What follows belongs to an exercise in optimizing a design on an open flow for small area; a production flow would make more cautious choices. RTL that was checked went through simulation tests only; none was proved equivalent to the original.

==> flow/design.v (excerpt) <==
module cordic_pipe_rtl( clock, reset, ce, angle_in, sin_out, cos_out, valid_out );
Settings: LEC_CHECK=0, ABC_AREA=1, CAP_MARGIN=20, CORE_MARGIN=2, CORE_UTILIZATION=60, SLEW_MARGIN=20; clock period 5.0 ns.
standard.sh (not shown) runs the stock make flow with config.mk's settings and CLKGATE_MAP_FILE= SYNTH_SCRIPT=/design/flow/synth_recipe.tcl, a recipe that flattens the netlist after the stock synthesis.
==> flow/flow/run.sh <==
#!/bin/bash
# Layout flow: the standard ORFS flow (standard.sh) with
#  - synthesis without the generic ABC pass that yosys's synth runs before full-adder
#    extraction (registers are unchanged; only the combinational mapping differs),
#  - a smaller clock tree: no dummy loads, clkbuf_8 leaf buffers, clusters of at most 16 sinks,
#  - buf_1 cells as the port buffers.
# Each tool's output goes to standard.log in this folder.
set -o pipefail
export SYNTH_ARGS="-noabc"
export CTS_ARGS="-sink_clustering_enable -repair_clock_nets -dont_use_dummy_load -buf_list sky130_fd_sc_hd__clkbuf_8 -sink_clustering_size 16 -sink_clustering_max_diameter 60"
export BUFFER_PORTS_ARGS="-buffer_cell sky130_fd_sc_hd__buf_1"
bash standard.sh > standard.log 2>&1
The starting point completed and failed the layout checks on negative setup slack.
==> next run, changes <==
==> flow/flow/run.sh (replaced) <==
#!/bin/bash
# Layout flow: the standard ORFS flow with a smaller clock tree (no dummy loads,
# clkbuf_8 leaf buffers in clusters of at most 16 sinks) and buf_1 port buffers.
set -o pipefail
cp standard.sh standard_sh_copy.txt
export CTS_ARGS="-sink_clustering_enable -repair_clock_nets -dont_use_dummy_load -buf_list sky130_fd_sc_hd__clkbuf_8 -sink_clustering_size 16 -sink_clustering_max_diameter 60"
export BUFFER_PORTS_ARGS="-buffer_cell sky130_fd_sc_hd__buf_1"
bash standard.sh > standard.log 2>&1
- ABC_AREA: 1 -> not set
Outcome: The new run produced a layout that fails on negative setup slack. Setup slack improves by 0.30 ns. Die area grows by 4.3%. Clock-buffer cell count rose by 1.
==> next run, changes <==
- ABC_AREA: not set -> 1
Now the flow ran to the end with no violations.
Via count drops slightly.
Worst hold slack loses 0.035 ns.
Count of clock-buffer cells in the layout fell by 2.
Synthesized cell count climbs by roughly a tenth.
Die area is lower slightly.
Sequential cell count stays the same.
Setup slack gets better by 0.35 ns.
No functional check of the RTL was part of any run of this note.

## job 103
Another version of the RTL of cordic_pipe_rtl (not shown whole).
Size: roughly 270 flip-flops.
export LEC_CHECK = 0
export CAP_MARGIN = 20
export CORE_MARGIN = 2
export CORE_UTILIZATION = 60
export CTS_BUF_LIST = sky130_fd_sc_hd__clkbuf_8
export CTS_CLUSTER_DIAMETER = 60
export CTS_CLUSTER_SIZE = 16
export SLEW_MARGIN = 20
create_clock -name core_clock -period 5.0 [get_ports {clock}]
==> flow/flow/run.sh <==
#!/bin/bash
# Layout flow: the standard ORFS flow with a smaller clock tree (no dummy loads,
# clkbuf_8 leaf buffers in clusters of at most 16 sinks) and buf_1 port buffers.
set -o pipefail
cp standard.sh standard_sh_copy.txt
export CTS_ARGS="-sink_clustering_enable -repair_clock_nets -dont_use_dummy_load -buf_list sky130_fd_sc_hd__clkbuf_8 -sink_clustering_size 16 -sink_clustering_max_diameter 60"
export BUFFER_PORTS_ARGS="-buffer_cell sky130_fd_sc_hd__buf_1"
bash standard.sh > standard.log 2>&1
Looking at the reports, job 103 completed the entire flow and the layout it produced met the timing, DRC and antenna checks.
--- input diff job 103..job 104 ---
==> flow/flow/run.sh <==
#!/bin/bash
# Layout flow: the standard ORFS flow with a smaller clock tree (no dummy loads,
# clkbuf_8 leaf buffers in clusters of at most 16 sinks) and buf_1 port buffers.
set -o pipefail
cp standard.sh standard_sh_copy.txt
export CTS_ARGS="-sink_clustering_enable -repair_clock_nets -dont_use_dummy_load -buf_list {sky130_fd_sc_hd__clkbuf_4 sky130_fd_sc_hd__clkbuf_8} -sink_clustering_size 14 -sink_clustering_max_diameter 60"
export BUFFER_PORTS_ARGS="-buffer_cell sky130_fd_sc_hd__buf_1"
bash standard.sh > standard.log 2>&1
Results
Via count of job 103 is on par with job 104.
Reported for job 104 and job 103, tap cell count turned out identical to the last digit.
[job 104] hold slack rose 0.0090 ns relative to job 103
Sort job 104 and job 103 by final worst slack, descending, and job 104 comes first.

## v6
Another version of the RTL of cordic_pipe_rtl (not shown whole).
Size in the first run: about 1600 cells after synthesis, roughly 230 flip-flops, ~0.016 sq mm of cells after synthesis.
==> flow/design.v (excerpt) <==
module cordic_pipe_rtl( clock, reset, ce, angle_in, sin_out, cos_out, valid_out );
input clock, reset, ce;
input [11:0] angle_in;
output [11:0] sin_out, cos_out;
output valid_out;
reg [3:0] vcnt;
always @(posedge clock) if (reset) vcnt <= 4'd0; else if (ce && vcnt != 4'd15) vcnt <= vcnt + 4'd1;
assign valid_out = (vcnt == 4'd15);
reg signed [11:0] r0;
always @(posedge clock) if (ce) r0 <= angle_in;
wire d0 = r0 > 12'sd0;
wire d1 = d0 ? (r0 > 12'sd804) : (r0 > -12'sd804);
reg d2;
always @* case ({d0,d1})
  2'b11: d2 = r0 > 12'sd1279; 2'b10: d2 = r0 > 12'sd329; 2'b01: d2 = r0 > -12'sd329; default: d2 = r0 > -12'sd1279;
endcase
wire signed [12:0] nang3;
wire [7:0] nang3_b0 = 8'h00;
assign nang3[0] = nang3_b0[{d0,d1,d2}];
wire [7:0] nang3_b1 = 8'h99;
assign nang3[1] = nang3_b1[{d0,d1,d2}];
wire [7:0] nang3_b2 = 8'hee;
assign nang3[2] = nang3_b2[{d0,d1,d2}];
wire [7:0] nang3_b3 = 8'h69;
assign nang3[3] = nang3_b3[{d0,d1,d2}];
wire [7:0] nang3_b4 = 8'h71;
assign nang3[4] = nang3_b4[{d0,d1,d2}];
wire [7:0] nang3_b5 = 8'h71;
assign nang3[5] = nang3_b5[{d0,d1,d2}];
wire [7:0] nang3_b6 = 8'h4d;
assign nang3[6] = nang3_b6[{d0,d1,d2}];
wire [7:0] nang3_b7 = 8'h71;
assign nang3[7] = nang3_b7[{d0,d1,d2}];
wire [7:0] nang3_b8 = 8'h71;
assign nang3[8] = nang3_b8[{d0,d1,d2}];
wire [7:0] nang3_b9 = 8'hd4;
assign nang3[9] = nang3_b9[{d0,d1,d2}];
wire [7:0] nang3_b10 = 8'h33;
assign nang3[10] = nang3_b10[{d0,d1,d2}];
wire [7:0] nang3_b11 = 8'hf0;
assign nang3[11] = nang3_b11[{d0,d1,d2}];
wire [7:0] nang3_b12 = 8'hf0;
assign nang3[12] = nang3_b12[{d0,d1,d2}];
wire signed [12:0] z3 = r0 + nang3;
wire [8:0] z3c = (z3[12:8] == 5'b00000 || z3[12:8] == 5'b11111) ? z3[8:0] : {z3[12], {8{~z3[12]}}};
reg [11:0] r1;
always @(posedge clock) if (ce) r1 <= {d0, d1, d2, z3c};
wire signed [8:0] q3 = r1[8:0];
wire d3 = q3 > 9'sd0;
wire signed [9:0] y4 = d3 ? q3 : q3 + 10'sd254;    
wire [6:0] v = y4[9] ? 7'd0 : y4[8] ? 7'd127 : y4[7:1];
reg [10:0] r2;
always @(posedge clock) if (ce) r2 <= {r1[11:9], d3, v};
reg [10:0] r3;
always @(posedge clock) if (ce) r3 <= r2;
  ...
clock: 5.0 ns
lec_check: 0
abc_area: 1
cap_margin: 20
core_margin: 2
core_utilization: 60
slew_margin: 20
tns_end_percent: 5
==> flow/flow/run.sh <==
#!/bin/bash
# Layout flow: the standard ORFS flow (standard.sh) with
#  - synthesis without the generic ABC pass that yosys's synth runs before full-adder
#    extraction (registers are unchanged; only the combinational mapping differs),
#  - a smaller clock tree: no dummy loads, clkbuf_8 leaf buffers, clusters of at most 16 sinks,
#  - buf_1 cells as the port buffers.
# Each tool's output goes to standard.log in this folder.
set -o pipefail
export SYNTH_ARGS="-noabc"
export CTS_ARGS="-sink_clustering_enable -repair_clock_nets -dont_use_dummy_load -buf_list sky130_fd_sc_hd__clkbuf_8 -sink_clustering_size 20 -sink_clustering_max_diameter 60"
export BUFFER_PORTS_ARGS="-buffer_cell sky130_fd_sc_hd__buf_1"
bash standard.sh > standard.log 2>&1
Inputs modified between v6 and v40:
Settings: removing ABC_AREA (formerly 1); removing TNS_END_PERCENT (formerly 5).
--- a/flow/flow/run.sh
+++ b/flow/flow/run.sh
@@ -3,5 +3,5 @@
 #  - synthesis without the generic ABC pass that yosys's synth runs before full-adder
 #    extraction (registers are unchanged; only the combinational mapping differs),
-#  - a smaller clock tree: no dummy loads, clkbuf_8 leaf buffers, clusters of at most 16 sinks,
+#  - a smaller clock tree: no dummy loads, clkbuf_8 leaf buffers, clusters of at most 20 sinks,
 #  - buf_1 cells as the port buffers.
 # Each tool's output goes to standard.log in this folder.
## What came out
Compared with v6, in v40 area share of xor/xnor cells in the synthesized design climbed 0.19 points; portion of the layout cell area used by non-clock buffers climbed 3.3 points; buffers inserted during post-CTS setup optimization climbed 29.
The main combinational cell family by area after synthesis comes out simple AND/OR/NAND/NOR gates in one run and compound AO/OA/AOI/OAI gates in the other, namely in v6 and v40 respectively.
[compare] base=v6 new=v40: number of non-clock buffers +93, count of hold buffers inserted by post-cts repair ~0 delta.
Ran to the end and failed final checks on setup timing: v40.
The following lists how v33 was set up differently from v40:
Settings: an added ABC_AREA of 1.
v40: all stages done; final checks FAILED (setup timing).
v33 was carried through to the last stage, and its layout satisfied the timing, DRC and antenna checks.
Taking v40 as the reference, in v33 number of buffers other than clock buffers in the final layout -39%, global-route usage -2.7 points, number of well taps -42.
Diff v40 and v33: worst-case hold slack lower in v40
Routability congestion estimate from global placement essentially unchanged between v33 and v40.
Smallest setup slack after layout up 0.46 ns in v33 wrt v40
Summary of v33 over v40: number of buffers created by CTS moved down; source-to-sink clock delay at the later pin of the worst-skew pair held.
The commonest non-fill, non-tap cell in the layout comes out nand2_1 in one run and edfxtp_1 in the other, namely in v33 and v40 respectively.
[inputs] v4 vs v33
Settings: CAP_MARGIN now 0, was 20; SLEW_MARGIN now 0, was 20.
Findings:
- Looking at the reports, v4 completed the entire flow and the layout it produced met the timing, DRC and antenna checks.
- v33 → v4: global-route usage flat; wire length closely matched the old numbers.
- Critical path depth across v33 and v4: no real change.

==> separate check: timing with driven ports <==
How much do the figures lean on ideal ports? The routed layouts below were timed once more, with nothing changed but the port constraints. Step 1, drivers: a clkbuf_16 drives clock and a buf_2 each remaining input, both assumed. Step 2 moves the port delays by t, midway between the first and last clock arrival at a register: inputs arrive t later, outputs are due t later. That takes back most of the time a late clock gives input paths. a / b / c = no drivers / after step 1 / after step 2; a / b = the first two.
run | t, ns | setup WS [ns] | latest minus earliest clock arrival (ns) | pins driven straight from the clock port
the first run of note 1 | 0.575 | -0.429 / -0.429 / -0.429 | 0.074 / 0.074 | 1
the second run of note 1 | 0.574 | -0.132 / -0.132 / -0.132 | 0.051 / 0.051 | 1
the third run of note 1 | 0.572 | 0.216 / 0.216 / 0.216 | 0.084 / 0.084 | 1
job 103 | 0.587 | 0.268 / 0.268 / 0.268 | 0.074 / 0.074 | 1
job 104 | 0.589 | 0.279 / 0.279 / 0.279 | 0.083 / 0.083 | 1
v6 | 0.580 | 0.109 / 0.109 / 0.109 | 0.120 / 0.120 | 1
v40 | 0.593 | -0.237 / -0.237 / -0.237 | 0.091 / 0.091 | 1
v33 | 0.559 | 0.228 / 0.228 / 0.228 | 0.087 / 0.087 | 1
v4 | 0.559 | 0.228 / 0.228 / 0.228 | 0.087 / 0.087 | 1
